What follows belongs to an exercise in optimizing a design on an open flow for a short achievable clock period and few clock cycles; a production flow would make more cautious choices. RTL that was checked went through simulation tests only; none was proved equivalent to the original. Power and IR drop assume default switching activity.

// cpu
module cpu(
    input            clk,
    input            rst,
    input            prog_we,
    input      [3:0] prog_addr,
    input      [7:0] prog_data,
    output reg [7:0] output_register,
    output reg       out_valid
);
Settings: LEC_CHECK=0, ABC_CLOCK_PERIOD_IN_PS=1500, CAP_MARGIN=30, CORE_MARGIN=2, CORE_UTILIZATION=22, SETUP_SLACK_MARGIN=4.4, SLEW_MARGIN=30; clock period 6.0 ns.
run.sh (not shown) runs the stock make flow with config.mk's settings and CLKGATE_MAP_FILE= SYNTH_SCRIPT=/design/flow/synth_recipe.tcl, a recipe that flattens the netlist after the stock synthesis.
The starting point aborted during 5_1_grt, error GRT-0232.
Testbench counts at the start, summed over its fixed seeds: cycles 10,569.
Next try:
Settings changed: ABC_CLOCK_PERIOD_IN_PS 1500 to 1000, CORE_UTILIZATION 22 to 30, SETUP_SLACK_MARGIN 4.4 to 4.
This time the run produced a clean layout.
Synthesized cell count is unchanged.
Synthesized area stays the same.

Setup of v52:
cpu again, from the RTL that the note above started with.
make LEC_CHECK=0 ABC_CLOCK_PERIOD_IN_PS=1500 CAP_MARGIN=30 CORE_MARGIN=2 CORE_UTILIZATION=25 SETUP_SLACK_MARGIN=4 SLEW_MARGIN=30 finish   # period 6.0 ns
Testbench counts of v52, summed over its fixed seeds: cycles 10,569.
Input changes introduced in v1 (baseline for comparison: v52):
Settings: swapping 25 for 30 in CORE_UTILIZATION; swapping 4 for 5 in SETUP_SLACK_MARGIN.
==> comparison <==
Where worst setup slack after placement is concerned, v52 is better than v1. Final RePlAce weighted congestion on v1 is down relative to v52. Among v52 and v1, the run that stopped before the end is v1, and it is the only one. v1 | ERROR | global routing (5_1_grt). v1: number of H-tree levels is 1 lower than what v52 reported. v1: number of setup buffers added after CTS 4.9% above v52.
Inputs modified between v1 and v39:
Settings: changing CORE_UTILIZATION from 30 to 35; changing SETUP_SLACK_MARGIN from 5 to 2.6.
Count of H-tree levels built during CTS, v39 and v1, higher one = v39.
v39 has completed all stages; timing, DRC and antenna checks passed.
Per the comparison of v39 with v1, post-cts sizing count went down by 66%, placed standard-cell area dropped 4.4%, routability congestion estimate grew by 6.4%, share of cell area taken by muxes after synthesis roughly the same.
### v39 -> v18
Settings: CORE_UTILIZATION changed from 35 to 30; SETUP_SLACK_MARGIN changed from 2.6 to 4.
- Between v39 and v18, the register fraction of the total cell area is lower for v18.
- Re synthesis-to-layout area growth: v18 is 27 points up on v39.
- v18 gives more cell count along the critical path than v39 did.
- The final critical-path share of the clock period in v18 sits 4.2 points below the value recorded for v39.
- Relative to v39, minimum setup slack after placement increased by 0.29 ns in v18.
- [compare] base=v39 new=v18: pin count of the biggest net entering global routing has decreased; detailed-routed wire length on met3 decreased 530 um.

## run A
Another version of the RTL of cpu (not shown whole).
Size in the first run: ~3900 cells after synthesis, ~430 flip-flops, ~24 I/O pins, roughly 0.032 mm^2 of cells after synthesis.
make LEC_CHECK=0 ABC_CLOCK_PERIOD_IN_PS=1500 CAP_MARGIN=20 CORE_MARGIN=2 CORE_UTILIZATION=40 SETUP_SLACK_MARGIN=4 SLEW_MARGIN=20 finish   # period 6.0 ns
Run A: aborted in 5_1_grt (tool error)
--- input diff run A..run H ---
- an added PLACE_DENSITY of 0.72
- a change of CORE_UTILIZATION from 40 to 55
--- outcome ---
For run H, the flow was terminated by a tool error in 5_1_grt and produced no final design.
Diff run H..run A | fraction of the mapped netlist area in compound gates | unchanged
On number of cells after detailed placement, the higher figure sits with run A, not run H.
On post-place setup slack: between run A and run H, it ends up lower for run H.
In the metrics for run A and run H, the one carrying the lower post-DP HPWL is run H.
Run H vs run A: vertical extent of the die down by more than 10%
Of run A and run H, the higher last weighted congestion value of the routability-driven placer belongs to run H.
| number of buffers added by the clock tree synthesis step | higher: run A |
| number of nets produced by synthesis | run A vs run H | ≈ equal |
Function was not checked in any run of this note: the RTL went through the layout flow alone.

cedar:
cpu, a different RTL version from the one above (not shown whole).
Size in the first run: roughly 4700 cells after synthesis, roughly 24 I/O pins, ~40000 um2 of cells after synthesis.
clock: 6.0 ns
lec_check: 0
abc_clock_period_in_ps: 1500
cap_margin: 20
core_margin: 2
core_utilization: 30
setup_slack_margin: 4
slew_margin: 20
Testbench counts of cedar, summed over its fixed seeds: cycles 10,569.
[inputs] birch vs cedar
Settings: CAP_MARGIN now 30, was 20; SLEW_MARGIN now 30, was 20.
## What came out
[compare] base=cedar new=birch: utilization lost 1.4 points, fraction of power spent switching nets picked up an extra 0.30 points. Setup slack in birch is larger than in cedar. Summary of birch over cedar: transition time of the tightest slew-check pin decreased 0.22 ns, register-to-register slack increased 0.10 ns.

Another version of the RTL of cpu (not shown whole).
Size: about 530 flip-flops.
export LEC_CHECK = 0
export ABC_CLOCK_PERIOD_IN_PS = 1500
export CAP_MARGIN = 30
export CORE_MARGIN = 2
export CORE_UTILIZATION = 30
export SETUP_SLACK_MARGIN = 4.4
export SLEW_MARGIN = 30
create_clock -name core_clock -period 6.0 [get_ports {clk}]
The starting point failed in global routing (5_1_grt) with GRT-0232.
Testbench counts at the start, summed over its fixed seeds: cycles 10,240.
Change:
SETUP_SLACK_MARGIN = 4   (was 4.4)
- The changed run finished with timing, DRC and antenna clean
- synthesized cell count stays the same
- area after synthesis stays the same

cpu, a different RTL version from the one above (not shown whole).
Size in the first run: about 570 cells after synthesis, roughly 180 flip-flops.
Settings: LEC_CHECK=0, ABC_CLOCK_PERIOD_IN_PS=1000, CAP_MARGIN=20, CORE_MARGIN=2, CORE_UTILIZATION=30, SETUP_SLACK_MARGIN=4, SLEW_MARGIN=20, TNS_END_PERCENT=100; clock period 6.0 ns.
Testbench counts at the start, summed over its fixed seeds: cycles 28,098.
Edit:
ABC_CLOCK_PERIOD_IN_PS = unset   (was 1000)
CORE_UTILIZATION = 40   (was 30)
SETUP_SLACK_MARGIN = unset   (was 4)
TNS_END_PERCENT = unset   (was 100)
The new run went through all stages and came out clean.
Worst setup slack got worse by 0.75 ns.
Final area goes down by 17%.
Clock power goes down by about 3%.
Synthesized area does not change.
Clock skew is about the same.
Via count goes down by 14%.
Synthesized cell count stays the same.
Die area goes down by 24%.
Maximum frequency goes down by 23%.
Edit:
ABC_CLOCK_PERIOD_IN_PS = 1500   (was unset)
SETUP_SLACK_MARGIN = 4   (was unset)
What happened:
- count of clock-buffer cells in the layout falls by 2
- combinational power rises by well over a third
- via count went up by roughly a tenth
- routed wire length rose by about a fifth
- fmax increases by a quarter to a third
- hold slack is worse by 0.0058 ns
- sequential cell count is unchanged

-- re-timing with driven ports --
How much do the figures lean on ideal ports? The routed layouts below were timed once more, with nothing changed but the port constraints. Step 1: set_driving_cell puts a clkbuf_16 on clk and a buf_2 on each other input, an assumption about the parent block. Step 2 also shifts input and output timing later by t, the mid clock arrival at the registers, as if the neighbouring blocks saw the same clock. Three values: ideal, step 1, step 2; two values: the first two.
run	t (ns)	setup WS [ns]	latest minus earliest clock arrival (ns)
the second run of note 1	0.758	2.393 / 2.393 / 2.206	0.057 / 0.058
v52	0.772	2.322 / 2.322 / 2.322	0.047 / 0.047
v39	0.742	2.139 / 2.142 / 1.424	0.035 / 0.036
v18	0.758	2.393 / 2.393 / 2.206	0.057 / 0.058
cedar	0.772	2.122 / 2.122 / 2.122	0.057 / 0.057
birch	0.778	2.222 / 2.222 / 2.222	0.038 / 0.038
the second run of note 5	0.803	2.193 / 2.193 / 2.193	0.116 / 0.116
the first run of note 6	0.496	3.425 / 3.425 / 3.211	0.013 / 0.012
the second run of note 6	0.483	2.674 / 2.674 / 2.224	0.011 / 0.011
the third run of note 6	0.487	3.482 / 3.482 / 3.148	0.008 / 0.008
After both steps every run listed still meets setup and hold. For v39, which loses most, drivers alone change the setup slack by +0.003 ns; drivers and shift together by -0.715 ns.
